Context: an optimization exercise on an open-source flow, tuned for small area. The choices shown serve that exercise and are no tape-out recipe. In this exercise RTL edits were held to simulation tests only and were not proved equivalent to the original. Power figures rest on the tool's default switching activity, not on a simulated workload.

==> flow/design.v, too long to show whole: its modules and the start of the top module <==
// module firfilt: 2333 lines
// module fa: 4 lines
// module ha: 4 lines
module firfilt (sig_in, sig_out, clk, rst);
  // ...
==> flow/flow/run.sh <==
#!/bin/bash
# Own flow: the standard layout (standard.sh), with CTS told not to add dummy
# loads and the port buffers made with the smallest buffer cell.
set -e
cp standard.sh standard_sh.log
cp config.mk config_mk_orig.log
cat >> config.mk <<'EOC'
export CTS_ARGS = -sink_clustering_enable -repair_clock_nets -dont_use_dummy_load -sink_clustering_size 30 -sink_clustering_max_diameter 60 -buf_list {sky130_fd_sc_hd__clkbuf_16}
export BUFFER_PORTS_ARGS = -buffer_cell sky130_fd_sc_hd__buf_1
EOC
bash standard.sh > standard.log 2>&1
==> flow/standard.sh <==
#!/bin/bash
# synth_recipe.tcl (not shown) runs the flow's synth.tcl, then flattens the netlist and writes it again
# the make line also repeats each setting of config.mk as NAME=value (left out here)
make -C /OpenROAD-flow-scripts/flow DESIGN_CONFIG=/design/flow/config.mk WORK_HOME=/design/flow/orfs CLKGATE_MAP_FILE= SYNTH_SCRIPT=/design/flow/synth_recipe.tcl "${@:-finish}"
==> flow/config.mk <==
export PLATFORM = sky130hd
export DESIGN_NAME = firfilt
export DESIGN_NICKNAME = firfilt
export VERILOG_FILES = /design/flow/design.v
export SDC_FILE = /design/flow/constraint.sdc
export NUM_CORES = 4
export LEC_CHECK = 0
export ABC_AREA = 1
export CAP_MARGIN = 0
export CORE_MARGIN = 2
export CORE_UTILIZATION = 75
export SLEW_MARGIN = 0
export SYNTH_HIERARCHICAL = 1
export CTS_ARGS = -sink_clustering_enable -repair_clock_nets -dont_use_dummy_load -sink_clustering_size 30 -sink_clustering_max_diameter 60 -buf_list {sky130_fd_sc_hd__clkbuf_16}
export BUFFER_PORTS_ARGS = -buffer_cell sky130_fd_sc_hd__buf_1
==> flow/constraint.sdc <==
create_clock -name core_clock -period 14.0 [get_ports {clk}]
set_input_delay 2.8000 -clock core_clock [delete_from_list [all_inputs] [get_ports {clk}]]
set_output_delay 2.8000 -clock core_clock [all_outputs]
set_load 0.01 [all_outputs]
==> parameters.txt, run 1 <==
Parameter                              Value

Logic synthesis
  Top cell types by occurrence after synthesis ... fa_1 (942), dfxtp_1 (544), nand2_1 (293), nor2_1 (275), inv_1 (197)
  Dominant cell by count in the synthesized netlist ... fa_1
  Mux share of post-synthesis cell area ... 0
  Post-Syn Area per Cell ... 14.1 um2
  Main combinational cell family by area after synthesis ... adder cells
  Number of synthesized flops with an enable pin ... 0

Min path
  Worst min-delay path category ... register to register

Status
  Outcome ... complete, no violations

STA
  Worst Skew ... 0.0834 ns
  Period utilisation layout ... 0.980
  Rel. slew slack ... 0.195
  Final Worst Setup Slack ... 0.282 ns

Placement
  Port-buffer cells ... 33

Critical path
  Beginning of the worst register-to-register path ... d15[0]$_SDFF_PP0_
  Cell type with the highest occurrence count on the critical path ... fa_1
  Launching element of the worst setup path ... d15[0]$_SDFF_PP0_
  Logic depth of the worst setup path including buffers ... 38
  Slowest-stage cell, CP ... fa_1

Pwr
  Power, Total ... a little over 5000 uW

Die
  Tap Count ... 600

Route
  Highest metal layer with signal wires ... met4

Final layout
  Final nets ... 3509
  Number of antenna repair diodes ... 0

Clock tree
  Total clock sinks ... 544
  TritonCTS clock tree ... done
==> run 2, diff against run 1 <==
--- a/flow/config.mk
+++ b/flow/config.mk
@@ -10,3 +10,3 @@
 export CORE_MARGIN = 2
-export CORE_UTILIZATION = 75
+export CORE_UTILIZATION = 65
 export SLEW_MARGIN = 0
==> parameters.txt, run 2 <==
Parameter                              Value

Status
  Outcome ... complete, no violations

Critical path
  Cell type with the highest occurrence count on the critical path ... fa_1
  Launching element of the worst setup path ... d15[0]$_SDFF_PP0_
  Worst-case register-to-register setup slack ... 0.41 ns
  Type of element capturing the critical path ... register
  Crit path max fanout ... 3
  Slowest-stage cell, CP ... fa_2
  Peak per-stage delay on the critical path ... 0.64 ns
  Beginning of the worst register-to-register path ... d15[0]$_SDFF_PP0_
  Family with the most delay on the worst path ... adder cells
  Worst r2r dst ... sig_out[12]$_SDFF_PP0_
  Critical path startpoint category ... register
  CP bufs+invs ... 3
  Arrival time of the worst setup path ... around 14 ns
  Required time of the worst setup path ... 14.47 ns
  Worst Setup Path Type ... register to register
  R2r worst-path depth ... 37

Clock tree
  Total clock sinks ... 544 (unchanged)
  Clock root buffer ... clkbuf_16
  Worst skew pair latency ... 0.61 ns
  Clock tree buffer depth ... 3
  Total CTS buffers ... 37
  TritonCTS clock tree ... done
  Clock-pin slew on the worst setup and hold paths ... between 0.1 and 0.15 ns
  Deepest level of the CTS H-tree ... 2

Final layout
  Synthesis-to-layout area growth ... 5.09%
  Most common library cell in the layout ignoring fill and taps ... fa_1
  Number of antenna repair diodes ... 0 (unchanged)
  Final nets ... 3508 (-0.028%)
  Util after Layout ... 0.689
  Most frequent cells in the layout ... fa_1 (904), dfxtp_1 (544), nand2_1 (293), nor2_1 (275), inv_1 (197)
  Fraction of layout cells with a size suffix above 1 ... 0.0399

STA
  Setup repair after global routing missed its margin ... false
  Setup tns final ... 0 ns
  Final Slew Violations ... 0
  Pin slew with the least headroom to its limit ... 1.12 ns
  Total of endpoints with negative setup slack in the final report ... 0
  Period utilisation layout ... 0.971 (-0.00900)
  Shortest clock period the worst path allows after layout ... 13.59 ns
  Rel. slew slack ... 0.256 (+0.0611)
  Worst Skew ... 0.103 ns (+0.0199 ns)
  Final hold vios ... 0
  Peak clock frequency supported by timing ... 73.6 MHz

Route
  Routed Antenna Nets ... 0
  Sum of routed wire length over all layers ... 93600 um
  Ratio of routed vias to standard cells ... 5.55
  Post-detailed-route DRC marker count ... 0
  Wirelength per Cell ... 29.8 um
  Total vias in the final route ... between 15000 and 20000
  First-pass iteration count of the detailed router ... 5
  Drt first-iter violations ... 1227

Global routing
  Initial antenna violation count ... 0
  Wire length of the first global-routing pass ... 140000 um
  Number of global-route vias before repair ... 21000
  Global route overflow ... 0
  Total global-route track usage ... 0.377
  Maximum number of pins on one net before global-route repair ... 107

Die
  Overall die height ... approximately 230 um
  Core Area ... 52300 um2
  Die outline area ... 54700 um2
  Initial Util ... 0.656
  Ports placed on the boundary ... 34
  Die Span X ... 234 um
  Row count ... 84

Pwr
  Cell Pwr Density ... 143 nW/um2
  Total leakage power ... roughly 0.014 uW
  Largest voltage drop on the vdd net ... 374 uV
  Power, Total ... 5170 uW (-0.16%)

Logic synthesis
  Register bit count reported by yosys ... 544
  Yosys warning total ... 7
  Cell taking the most area after synthesis ... fa_1
  Most used flip-flop cell after synthesis ... dfxtp_1
  Largest cells by area after synthesis ... fa_1 (55%), dfxtp_1 (32%), ha_1 (3.3%)
  Post-Syn Area per Cell ... 14.1 um2 (unchanged)
  Syn Inst Count ... 2434
  Number of distinct standard cells referenced by the synthesized netlist ... 25
  Async set-reset flop share out of synthesis ... 0
  Number of synthesized flops with an enable pin ... 0 (unchanged)
  Post-Synthesis Net Count ... about 3500
  Summed instance area of the synthesized netlist ... ~34000 um2
  Top-area cell type share of the netlist area ... 0.549
  Dominant cell by count in the synthesized netlist ... fa_1
  Top cell types by occurrence after synthesis ... fa_1 (942), dfxtp_1 (544), nand2_1 (293), nor2_1 (275), inv_1 (197)
  Share of the yosys chip area belonging to registers ... 0.317

Placement
  Port-buffer cells ... 33 (unchanged)
  Final weighted congestion in routability-driven placement ... between 1 and 1.5
  Post-DP HPWL ... ~84000 um

Min path
  Worst min-delay path startpoint ... d17[5]$_SDFF_PP0_
  Hold endpoint ... d18[5]$_SDFF_PP1_
  Number of cells traversed by the worst hold path ... 1
  Worst min-delay path category ... register to register

Job
  Max Cap Violations ... 0
==> run 2: cell count changes in the layout (fill, tap and decap cells not counted), sizes merged <==
| cell | change |
|---|---|
| buf | -3 |
| clkbuf | +2 |
==> run 2: layout make-up <==
| cell class | instances | area (um2) |
|---|---|---|
| clock buffers | 37 | 926 |
| fillers | 3602 | 16300 |
| inverters | 198 | 751 |
| multi-input cells | 1632 | 22400 |
| flip-flops and latches | 544 | 10900 |
| well taps | 688 | 861 |
| repair buffers | 45 | 218 |
==> run 2: worst max-delay path by stage <==
| stage | end | slack [ns] | cells past startpoint |
|---|---|---|---|
| 2_1_floorplan | sig_out[12]$_SDFF_PP0_ | 1.26 | 38 |
| 3_3_place_gp | sig_out[12]$_SDFF_PP0_ | 0.07 | 37 |
| 3_5_place_dp | sig_out[12]$_SDFF_PP0_ | 0.11 | 38 |
| 4_1_cts | sig_out[12]$_SDFF_PP0_ | 0.03 | 38 |
| 5_1_grt | sig_out[12]$_SDFF_PP0_ | 0.01 | 36 |
| 6_report | sig_out[12]$_SDFF_PP0_ | 0.41 | 37 |
==> run 2: report_power, final <==
part,internal (uW),switching [uW],total [uW]
Sequential,1600,11.7,1610
Clock,468,506,974
Combinational,1150,1440,2590
Total,3220,1960,5170
==> run 2: metrics by stage <==
stage	cells	worst slack [ns]	area, um2	hold WS, ns
3_5_place_dp	3104	0.105	35000	0.381
6_report	3144	0.408	36100	0.305
3_3_place_gp	3104	0.0717	35000	0.375
2_1_floorplan	2434	1.26	34300	0.370
4_1_cts	3141	0.0269	36000	0.303
5_1_grt	3144	0.00969	36100	0.322
==> run 2: modules after synthesis, one instance, submodules excluded <==
module	flops+latches	cells	area, um2	times used
fa	0	1	20.0	942
firfilt	544	1425	14600	1
ha	0	1	12.5	67
==> run 2: metal layers <==
metal  global-route usage  routed length [um]
met5                    0                   0
met4                0.304                9940
met3               0.0479                3160
met2                0.667               50400
met1                0.409               30200
==> run 2: logic make-up after synthesis <==
kind of cell,after synthesis,share of synthesized area
buffers and inverters,258,0.0321
AO/OA/AOI/OAI,17,0.00306
XOR/XNOR,4,0.00102
adder cells (fa/ha/maj),1032,0.582
AND/OR/NAND/NOR,579,0.0643
flip-flops,544,0.317
==> run 2: timing repair <==
item | in CTS | in global routing
buffers inserted | 0 | 3
endpoints found under the setup margin | 0 | 6
hold buffers | 0 | 0
resized for setup | 0 | 38
==> run 3, diff against run 2 <==
--- a/flow/flow/run.sh
+++ b/flow/flow/run.sh
@@ -7,3 +7,3 @@
 cat >> config.mk <<'EOC'
-export CTS_ARGS = -sink_clustering_enable -repair_clock_nets -dont_use_dummy_load -sink_clustering_size 30 -sink_clustering_max_diameter 60 -buf_list {sky130_fd_sc_hd__clkbuf_16}
+export CTS_ARGS = -sink_clustering_enable -repair_clock_nets -dont_use_dummy_load -sink_clustering_size 34 -sink_clustering_max_diameter 64 -buf_list {sky130_fd_sc_hd__clkbuf_16}
 export BUFFER_PORTS_ARGS = -buffer_cell sky130_fd_sc_hd__buf_1
--- a/flow/config.mk
+++ b/flow/config.mk
@@ -13,3 +13,3 @@
 export SYNTH_HIERARCHICAL = 1
-export CTS_ARGS = -sink_clustering_enable -repair_clock_nets -dont_use_dummy_load -sink_clustering_size 30 -sink_clustering_max_diameter 60 -buf_list {sky130_fd_sc_hd__clkbuf_16}
+export CTS_ARGS = -sink_clustering_enable -repair_clock_nets -dont_use_dummy_load -sink_clustering_size 34 -sink_clustering_max_diameter 64 -buf_list {sky130_fd_sc_hd__clkbuf_16}
 export BUFFER_PORTS_ARGS = -buffer_cell sky130_fd_sc_hd__buf_1
==> parameters.txt, run 3 <==
Parameter                              Value

Route
  Drt first-iter violations ... 1198 (-2.4%)
  Ratio of routed vias to standard cells ... 5.53 (-0.36%)
  Total vias in the final route ... 17400 (-0.58%)
  Sum of routed wire length over all layers ... 92700 um (-0.99%)
  First-pass iteration count of the detailed router ... 5 (unchanged)
  Post-detailed-route DRC marker count ... 0 (unchanged)
  Wirelength per Cell ... 29.6 um (-0.77%)
  Routed Antenna Nets ... 0 (unchanged)

Pwr
  Total leakage power ... 0.0142 uW (-0.75%)
  Largest voltage drop on the vdd net ... 388 uV (+3.6%)
  Cell Pwr Density ... 141 nW/um2 (-1.6%)

Logic synthesis
  Dominant cell by count in the synthesized netlist ... fa_1
  Top cell types by occurrence after synthesis ... fa_1 (942), dfxtp_1 (544), nand2_1 (293), nor2_1 (275), inv_1 (197)
  Number of synthesized flops with an enable pin ... 0 (unchanged)
  Number of distinct standard cells referenced by the synthesized netlist ... 25 (unchanged)
  Largest cells by area after synthesis ... fa_1 (55%), dfxtp_1 (32%), ha_1 (3.3%)
  Most used flip-flop cell after synthesis ... dfxtp_1
  Syn Inst Count ... 2434 (unchanged)
  Summed instance area of the synthesized netlist ... 34300 um2 (unchanged)
  Yosys warning total ... 7 (unchanged)
  Share of the yosys chip area belonging to registers ... 0.317 (unchanged)
  Post-Synthesis Net Count ... 3484 (unchanged)
  Top-area cell type share of the netlist area ... 0.549 (unchanged)
  Cell taking the most area after synthesis ... fa_1
  Async set-reset flop share out of synthesis ... 0 (unchanged)
  Register bit count reported by yosys ... 544 (unchanged)
  Post-Syn Area per Cell ... 14.1 um2 (unchanged)

Global routing
  Maximum number of pins on one net before global-route repair ... 107 (unchanged)
  Total global-route track usage ... 0.372 (-0.00465)
  Initial antenna violation count ... 0 (unchanged)
  Wire length of the first global-routing pass ... 139000 um (-0.68%)
  Global route overflow ... 0 (unchanged)
  Number of global-route vias before repair ... 20800 (-0.98%)

Clock tree
  Clock tree buffer depth ... 3 (unchanged)
  Total CTS buffers ... 30 (-19%)
  Clock-pin slew on the worst setup and hold paths ... 0.12 ns (about the same)
  Clock root buffer ... clkbuf_16
  Total clock sinks ... 544 (unchanged)
  TritonCTS clock tree ... done
  Deepest level of the CTS H-tree ... 1 (-1)
  Worst skew pair latency ... 0.63 ns (+0.02 ns)

Final layout
  Post-route insts no fill ... 3137 (-0.22%)
  Most frequent cells in the layout ... fa_1 (899), dfxtp_1 (544), nand2_1 (293), nor2_1 (275), inv_1 (197)
  Fraction of layout cells with a size suffix above 1 ... 0.0392 (-0.000703)
  Post-route standard cell area excluding fillers ... 35900 um2 (-0.45%)
  Most common library cell in the layout ignoring fill and taps ... fa_1
  Filler cell count in the final layout ... 3635 (+0.92%)
  Util after Layout ... 0.686 (-0.00311)
  Synthesis-to-layout area growth ... 4.62%
  Number of antenna repair diodes ... 0 (unchanged)
  Final nets ... 3501 (-0.20%)

Placement
  Port-buffer cells ... 33 (unchanged)
  Placed cell count ... 3104 (unchanged)
  Post-DP HPWL ... 83500 um (unchanged)
  Placement Cell Area ... 35000 um2 (unchanged)
  Final weighted congestion in routability-driven placement ... 1.02 (unchanged)

STA
  Rel. slew slack ... 0.257 (+0.00131)
  Worst hold slack after final layout ... 0.337 ns (+0.0316 ns)
  Shortest clock period the worst path allows after layout ... 13.57 ns (-0.0211 ns)
  Final hold vios ... 0 (unchanged)
  Final Slew Violations ... 0 (unchanged)
  Peak clock frequency supported by timing ... 73.7 MHz (+0.16%)
  Total of endpoints with negative setup slack in the final report ... 0 (unchanged)
  Period utilisation layout ... 0.969 (-0.00151)
  Worst Skew ... 0.0905 ns (-0.0129 ns)
  Setup tns final ... 0 ns (unchanged)
  Pin slew with the least headroom to its limit ... 1.11 ns (-0.00196 ns)

Die
  Die Span X ... 234 um (unchanged)
  Overall die height ... 234 um (unchanged)
  Initial Util ... 0.656 (unchanged)
  Ports placed on the boundary ... 34 (unchanged)
  Core Area ... 52300 um2 (unchanged)
  Die outline area ... 54700 um2 (unchanged)
  Row count ... 84 (unchanged)

Critical path
  Required time of the worst setup path ... 14.50 ns (+0.03 ns)
  Worst Setup Path Type ... register to register
  Critical path startpoint category ... register
  Cell type with the highest occurrence count on the critical path ... fa_1
  Crit path max fanout ... 3 (unchanged)
  Peak per-stage delay on the critical path ... 0.64 ns (about the same)
  Arrival time of the worst setup path ... 14.07 ns (about the same)
  Type of element capturing the critical path ... register
  Slowest-stage cell, CP ... fa_2

Status
  Outcome ... complete, no violations

Min path
  Worst min-delay path category ... register to register

Job
  Max Cap Violations ... 0 (unchanged)
run 3: routing by layer:
metal	vias to the layer above	global-route usage	share of wire	wire length [um]
li1	7235	-	-	-
met1	9321	0.410	0.32	29500
met2	523	0.664	0.54	50300
met3	284	0.0415	0.036	3380
met4	0	0.285	0.10	9490
met5	-	0	0	0
run 3: path summary, 6_finish.rpt:
kind	start	to	slack [ns]	depth (start not counted)
max	d15[0]$_SDFF_PP0_	sig_out[12]$_SDFF_PP0_	0.43	37
min	d17[5]$_SDFF_PP0_	d18[5]$_SDFF_PP1_	0.34	1
max reg2reg	d15[0]$_SDFF_PP0_	sig_out[12]$_SDFF_PP0_	0.43	37
min reg2reg	d17[5]$_SDFF_PP0_	d18[5]$_SDFF_PP1_	0.34	1
run 3: timing repair:
action,in CTS,in global routing
endpoints found under the hold margin,0,0
buffers inserted,0,3
setup endpoints to repair,0,6
gates resized for setup,0,43
hold buffers,0,0
run 3: layout make-up:
class                      instances  area (um2)  share of cell area
multi-input combinational       1632       22400               0.625
sequential                       544       10900               0.303
tap                              688         861              0.0240
clock buffer                      30         751              0.0209
inverter                         198         751              0.0209
timing repair buffer              45         218             0.00606
run 3: worst max-delay path: cells and delay by family (launching register included):
kind            cells  cell delay (ns)
fa+ha+maj          28            12.12
simple gates        4             0.40
compound gates      2             0.37
flops               1             0.33
buf+inv             3             0.20
run 3: kinds of logic (layout without fill, tap and decap cells):
logic type	count (synthesis)	count (layout)	synth area share
fa+ha+maj	1032	1032	0.582
simple gates	579	579	0.0643
flops	544	544	0.317
buf+inv	258	273	0.0321
compound gates	17	17	0.00306
xor+xnor	4	4	0.00102
run 3: where the power goes:
group | internal, uW | total, uW | switching, uW
Clock | 378 | 860 | 482
Sequential | 1600 | 1610 | 11.7
Combinational | 1150 | 2600 | 1450
run 3: modules after synthesis (local to each module, per instance):
module,cells,copies in the design
firfilt,1425,1
fa,1,942
ha,1,67
run 3: metrics by stage:
stage,power [uW],setup WS [ns]
6_report,5070,0.429
5_1_grt,5590,-0.00638
4_1_cts,5160,0.0327
3_5_place_dp,4300,0.105
3_3_place_gp,4260,0.0717
2_1_floorplan,3520,1.26

[re-timing with driven ports]
How much do the figures lean on ideal ports? The routed layouts below were timed once more, with nothing changed but the port constraints.
Step 1 assumes that a clkbuf_16 drives the clock port and a buf_2 every other input.
Step 2, shift: input delay + t, output delay - t, t = (earliest + latest rising clock arrival at the registers) / 2. This alone moves slack from input paths to output paths.
Slacks: no drivers / after step 1 / after step 2; pairs: no drivers / after step 1.
run	t, ns	setup WS [ns]	worst setup path after step 2	slew at the worst register clock pin (ns)	pins driven straight from the clock port
run 1	0.630	0.282 / 0.282 / 0.282	register to register	0.11 / 0.11	1
run 2	0.625	0.408 / 0.408 / 0.408	register to register	0.11 / 0.11	1
run 3	0.651	0.429 / 0.429 / 0.429	register to register	0.12 / 0.12	1
After both steps setup and hold are still met in every run listed.
